Source: an optimization exercise on an open RTL-to-GDS flow (aim: small area, a short achievable clock period and few clock cycles). Production flows keep margins and buffers that such runs may drop.
At most, simulation tests tie the RTL to the original design; equivalence was not proved.
Power figures rest on the tool's default switching activity, not on a simulated workload.

==> flow/design.v <==
`timescale 1ns / 1ps
module rf_dec (
    input  logic [ 4:0] a,
    output logic [31:1] s
);
    always_comb for (int i = 1; i < 32; i++) s[i] = (a == i);
endmodule
module op_sel #(
    parameter int N = 33
) (
    input  logic [N-1:0]    s,
    input  logic [32*N-1:0] d,
    output logic [31:0]     r
);
    always_comb begin
        r = 32'b0;
        for (int i = 0; i < N; i++) r = r | ({32{s[i]}} & d[32*i+:32]);
    end
endmodule
`timescale 1ns / 1ps
module RV32I_Core (
    input  logic        clk,
    input  logic        reset,
    input  logic [31:0] instrCode,
    output logic [31:0] instrMemAddr,
    output logic        dataWe,
    output logic [31:0] dataAddr,
    output logic [31:0] dataWData,
    input  logic [31:0] dataRData,
    output logic        transfer,
    input  logic        ready
);
    localparam logic [6:0] OP_R = 7'b0110011, OP_L = 7'b0000011, OP_I = 7'b0010011,
        OP_S = 7'b0100011, OP_B = 7'b1100011, OP_LU = 7'b0110111, OP_AU = 7'b0010111,
        OP_J = 7'b1101111, OP_JL = 7'b1100111;
    logic [31:0] pc_f;
    logic        v_e;
    logic [31:0] a_e, b_e, imm_e;
    logic [ 4:0] rd_e;
    logic        we_e, ld_e, st_e, br_e, pred_e, jalr_e;
    logic        sub_e, uns_e, s_add_e, s_slt_e, s_xor_e, s_or_e, s_and_e, s_sh_e;
    logic        shl_e, sha_e;
    logic [ 2:0] f3_e;
    logic [ 4:0] rs1_d, rs2_d;
    logic        v_m, mem_m, pend;
    logic [31:0] res_m, sd_m;
    logic [ 4:0] rd_m;
    logic        we_m, ld_m, st_m;
    wire         m_ld = v_m & ld_m;
    wire         wb_en = v_m & we_m & (~ld_m | ready);
    wire  [31:0] wb_data = ld_m ? dataRData : res_m;
    assign transfer  = pend | mem_m;
    assign dataWe    = st_m;
    assign dataAddr  = res_m;
    assign dataWData = sd_m;
    logic [32*32-1:32] rf;   
    always_ff @(posedge clk) begin
        for (int i = 1; i < 32; i++) if (wb_en && rd_m == i) rf[32*i+:32] <= wb_data;
    end
    assign instrMemAddr = pc_f;
    wire [6:0] op = instrCode[6:0];
    wire [2:0] f3 = instrCode[14:12];
    wire [4:0] rs1 = instrCode[19:15];
    wire [4:0] rs2 = instrCode[24:20];
    wire [4:0] rd = instrCode[11:7];
    wire is_r  = ~op[6] & op[5] & op[4] & ~op[2];
    wire is_i  = ~op[6] & ~op[5] & op[4] & ~op[2];
    wire is_l  = ~op[6] & ~op[5] & ~op[4] & ~op[2];
    wire is_s  = ~op[6] & op[5] & ~op[4] & ~op[2];
    wire is_b  = op[6] & ~op[2];
    wire is_lu = ~op[6] & op[5] & op[2];
    wire is_au = ~op[6] & ~op[5] & op[2];
    wire is_j  = op[6] & op[3];
    wire is_jl = op[6] & op[2] & ~op[3];
    logic [31:0] imm;
    always_comb begin
        imm = {{20{instrCode[31]}}, instrCode[31:20]};   
        if (is_i & (f3 == 3'b011)) imm = {20'b0, instrCode[31:20]};   
        if (is_s) imm = {{20{instrCode[31]}}, instrCode[31:25], instrCode[11:7]};
        if (is_b) imm = {{20{instrCode[31]}}, instrCode[7], instrCode[30:25], instrCode[11:8], 1'b0};
        if (is_lu | is_au) imm = {instrCode[31:12], 12'b0};
        if (is_j) imm = {{12{instrCode[31]}}, instrCode[19:12], instrCode[20], instrCode[30:21], 1'b0};
    end
    assign rs1_d = (is_lu | is_au | is_j) ? 5'd0 : rs1;
    assign rs2_d = (is_r | is_s | is_b) ? rs2 : 5'd0;
    wire        d_sub = is_b | ((is_r | is_i) & (f3[2:1] == 2'b01)) | (is_r & (f3 == 3'b000) & instrCode[30]);
    wire        pred = is_j | (is_b & (instrCode[31] | (f3 == 3'b001)));
    wire [31:0] pc4_f = pc_f + 32'd4;
    wire [31:0] tgt_j = pc_f + {{12{instrCode[31]}}, instrCode[19:12], instrCode[20], instrCode[30:21], 1'b0};
    wire [31:0] tgt_b = pc_f + {{20{instrCode[31]}}, instrCode[7], instrCode[30:25], instrCode[11:8], 1'b0};
    logic [31:1] dec1, dec2, decE, decM;
    rf_dec u_dec1 (.a(rs1), .s(dec1));
    rf_dec u_dec2 (.a(rs2), .s(dec2));
    rf_dec u_decE (.a(rd_e), .s(decE));
    rf_dec u_decM (.a(rd_m), .s(decM));
    wire        fwd_en = v_e & we_e & ~ld_e;
    wire [31:1] keep = ~({31{fwd_en}} & decE) & ~({31{wb_en}} & decM);
    wire        fwd1 = fwd_en & (rd_e == rs1);
    wire        fwd2 = fwd_en & (rd_e == rs2);
    wire        byp1 = wb_en & (rd_m == rs1) & ~fwd1;
    wire        byp2 = wb_en & (rd_m == rs2) & ~fwd2;
    wire        use1 = ~(is_lu | is_au | is_j);
    logic [31:0] t1, t2;
    op_sel #(.N(33)) u_sel1 (
        .s({is_au, byp1 & use1, dec1 & keep & {31{use1}}}),
        .d({pc_f, wb_data, rf}),
        .r(t1)
    );
    op_sel #(.N(32)) u_sel2 (
        .s({byp2, dec2 & keep}),
        .d({wb_data, rf}),
        .r(t2)
    );
    wire [31:0] rd1 = t1 | ({32{fwd1 & use1}} & res_e);
    wire [31:0] rd2 = t2 | ({32{fwd2}} & res_e);
    wire [31:0] a = a_e;
    wire [31:0] b = b_e;
    wire [31:0] srcB = b;
    wire [31:0] sum = a + srcB + {31'b0, sub_e};
    wire [31:0] x = a ^ srcB;
    wire        eq = &x;
    wire        lt = (a[31] ^ ~srcB[31]) ? (uns_e ? ~srcB[31] : a[31]) : sum[31];
    logic [31:0] a_rev, sh_r, sh_rev;
    always_comb for (int i = 0; i < 32; i++) a_rev[i] = a[31-i];
    wire [31:0] sh_in = shl_e ? a_rev : a;
    wire [32:0] sh_ext = {sha_e & a[31], sh_in};
    assign sh_r = 32'($signed(sh_ext) >>> srcB[4:0]);
    always_comb for (int i = 0; i < 32; i++) sh_rev[i] = sh_r[31-i];
    wire        sh_zero = ~sha_e & (srcB[31:5] != 27'b0);
    wire [31:0] sh = sh_zero ? 32'b0 : (shl_e ? sh_rev : sh_r);
    wire [31:0] alu = ({32{s_add_e}} & sum) | ({32{s_xor_e}} & x) | ({32{s_or_e}} & (a | srcB))
                    | ({32{s_and_e}} & (a & srcB)) | ({32{s_sh_e}} & sh) | {31'b0, s_slt_e & lt}
                    | ({32{jalr_e}} & pc_f);   
    logic cond;
    always_comb begin
        case ({f3_e[2], f3_e[0]})
            2'b00: cond = eq;
            2'b01: cond = ~eq;
            2'b10: cond = lt;
            default: cond = ~lt;
        endcase
    end
    wire        redirect = v_e & (jalr_e | (br_e & (cond ^ pred_e)));
    wire [31:0] raddr = jalr_e ? sum : imm_e;
    wire [31:0] res_e = alu;
    wire m_ld_wait = m_ld & ~ready;
    wire bus_busy = (pend | mem_m) & ~ready;
    wire e_mem = v_e & (ld_e | st_e);
    wire stall = m_ld_wait | (e_mem & bus_busy);
    wire ld_use = v_e & ld_e & (rd_e != 5'd0) & ((rd_e == rs1_d) | (rd_e == rs2_d));
    always_ff @(posedge clk, posedge reset) begin
        if (reset) begin
            pc_f  <= 32'b0;
            v_e   <= 1'b0;
            v_m   <= 1'b0;
            mem_m <= 1'b0;
            pend  <= 1'b0;
        end else begin
            pend <= (pend | (v_m & st_m)) & ~ready;
            if (~stall) begin
                if (redirect) pc_f <= raddr;
                else if (~ld_use) pc_f <= is_j ? tgt_j : ((is_b & pred) ? tgt_b : pc4_f);
                v_e   <= ~redirect & ~ld_use;
                v_m   <= v_e;
                mem_m <= e_mem;
            end else if (~m_ld_wait) begin
                v_m   <= 1'b0;
                mem_m <= 1'b0;
            end
        end
    end
    always_ff @(posedge clk) begin
        if (~stall) begin
            a_e <= rd1;
            b_e <= ((is_r | is_b) ? rd2 : (is_j ? pc4_f : imm)) ^ {32{d_sub}};
            imm_e <= is_s ? rd2 : (pred ? pc4_f : tgt_b);
            rd_e <= (is_s | is_b) ? 5'd0 : rd;
            we_e <= ~(is_s | is_b) & (rd != 5'd0);
            ld_e <= is_l;
            st_e <= is_s;
            br_e <= is_b;
            pred_e <= pred;
            jalr_e <= is_jl;
            sub_e <= d_sub;
            uns_e <= is_b ? f3[1] : f3[0];
            s_add_e <= ((is_r | is_i) & (f3 == 3'b000)) | ~(is_r | is_i | is_jl);
            s_slt_e <= (is_r | is_i) & (f3[2:1] == 2'b01);
            s_xor_e <= (is_r | is_i) & (f3 == 3'b100);
            s_or_e <= (is_r | is_i) & (f3 == 3'b110);
            s_and_e <= (is_r | is_i) & (f3 == 3'b111);
            s_sh_e <= (is_r | is_i) & (f3[1:0] == 2'b01);
            shl_e <= ~f3[2];
            sha_e <= instrCode[30] & f3[2];
            f3_e <= f3;
        end
        if (~m_ld_wait) begin
            rd_m <= rd_e;
            we_m <= we_e;
            ld_m <= ld_e;
            st_m <= st_e;
        end
        res_m <= res_e;
        sd_m <= imm_e;
    end
endmodule
clock: 8.0 ns
lec_check: 0
cap_margin: 20
core_margin: 2
core_utilization: 50
cts_buf_list: sky130_fd_sc_hd__clkbuf_8
cts_cluster_diameter: 60
cts_cluster_size: 15
setup_slack_margin: 4.0
slew_margin: 20
synth_hierarchical: 1
run.sh (not shown) runs the stock make flow with config.mk's settings and CLKGATE_MAP_FILE= SYNTH_SCRIPT=/design/flow/synth_recipe.tcl, a recipe that flattens the netlist after the stock synthesis.
Testbench counts at the start, summed over its fixed seeds: cycles 32,567.
Next try:
--- a/flow/design.v
+++ b/flow/design.v
@@ -86,35 +86,27 @@
     wire        d_sub = is_b | ((is_r | is_i) & (f3[2:1] == 2'b01)) | (is_r & (f3 == 3'b000) & instrCode[30]);
     wire        pred = is_j | (is_b & (instrCode[31] | (f3 == 3'b001)));
     wire [31:0] pc4_f = pc_f + 32'd4;
     wire [31:0] tgt_j = pc_f + {{12{instrCode[31]}}, instrCode[19:12], instrCode[20], instrCode[30:21], 1'b0};
     wire [31:0] tgt_b = pc_f + {{20{instrCode[31]}}, instrCode[7], instrCode[30:25], instrCode[11:8], 1'b0};
-    logic [31:1] dec1, dec2, decE, decM;
+    logic [31:1] dec1, dec2;
     rf_dec u_dec1 (.a(rs1), .s(dec1));
     rf_dec u_dec2 (.a(rs2), .s(dec2));
-    rf_dec u_decE (.a(rd_e), .s(decE));
-    rf_dec u_decM (.a(rd_m), .s(decM));
+    logic [31:0] t1, t2;
+    op_sel #(.N(31)) u_sel1 (.s(dec1), .d(rf), .r(t1));
+    op_sel #(.N(31)) u_sel2 (.s(dec2), .d(rf), .r(t2));
     wire        fwd_en = v_e & we_e & ~ld_e;
-    wire [31:1] keep = ~({31{fwd_en}} & decE) & ~({31{wb_en}} & decM);
     wire        fwd1 = fwd_en & (rd_e == rs1);
     wire        fwd2 = fwd_en & (rd_e == rs2);
     wire        byp1 = wb_en & (rd_m == rs1) & ~fwd1;
     wire        byp2 = wb_en & (rd_m == rs2) & ~fwd2;
     wire        use1 = ~(is_lu | is_au | is_j);
-    logic [31:0] t1, t2;
-    op_sel #(.N(33)) u_sel1 (
-        .s({is_au, byp1 & use1, dec1 & keep & {31{use1}}}),
-        .d({pc_f, wb_data, rf}),
-        .r(t1)
-    );
-    op_sel #(.N(32)) u_sel2 (
-        .s({byp2, dec2 & keep}),
-        .d({wb_data, rf}),
-        .r(t2)
-    );
-    wire [31:0] rd1 = t1 | ({32{fwd1 & use1}} & res_e);
-    wire [31:0] rd2 = t2 | ({32{fwd2}} & res_e);
+    wire        keep1 = use1 & ~fwd1 & ~byp1;
+    wire        keep2 = ~fwd2 & ~byp2;
+    wire [31:0] rd1 = ({32{keep1}} & t1) | ({32{fwd1 & use1}} & res_e) | ({32{byp1 & use1}} & wb_data)
+                    | ({32{is_au}} & pc_f);
+    wire [31:0] rd2 = ({32{keep2}} & t2) | ({32{fwd2}} & res_e) | ({32{byp2}} & wb_data);
     wire [31:0] a = a_e;
     wire [31:0] b = b_e;
     wire [31:0] srcB = b;
     wire [31:0] sum = a + srcB + {31'b0, sub_e};
     wire [31:0] x = a ^ srcB;
Cell area climbs by 0.50%.
Non-clock buffer count climbs by 39.
Total power drops by 3.6%.
Count of clock-buffer cells in the layout drops by 11.
Die area stays flat.
Worst setup slack degrades by 0.0062 ns.
Via count shrinks by 6.3%.
First-iteration DRC count went down by 19%.
Hold slack degrades by 0.0098 ns.
Wire length went down by 11%.
Sequential share of layout area decreases by 0.26 points.
Synthesized area barely changes.
Core utilization climbs by 0.37 points.
For the second run of this note, only the layout was checked, not whether the RTL still works.

-- separate check: timing with driven ports --
The results above use ideal ports. As a check the final layouts listed here were re-extracted and re-timed, cells and wires unchanged. Step 1 assumes that a clkbuf_16 drives the clock port and a buf_2 every other input. Step 2 adds t to the input delays and takes it off the output delays; t is the mean of the earliest and latest rising clock arrival at the registers after step 1. Input paths then give back, and output paths get back, about the clock's delay inside the block. Slacks: ideal / step 1 / step 2; pairs: ideal / step 1.
run	shift t [ns]	setup slack, ns	worst data-port slew with drivers (ns)
the first run	0.970	3.787 / 3.830 / 2.860	0.04
the second run	0.979	3.780 / 3.786 / 2.808	0.11
After both steps setup and hold are still met in every run listed. For the second run, which loses most, drivers alone change the setup slack by +0.006 ns; drivers and shift together by -0.972 ns.
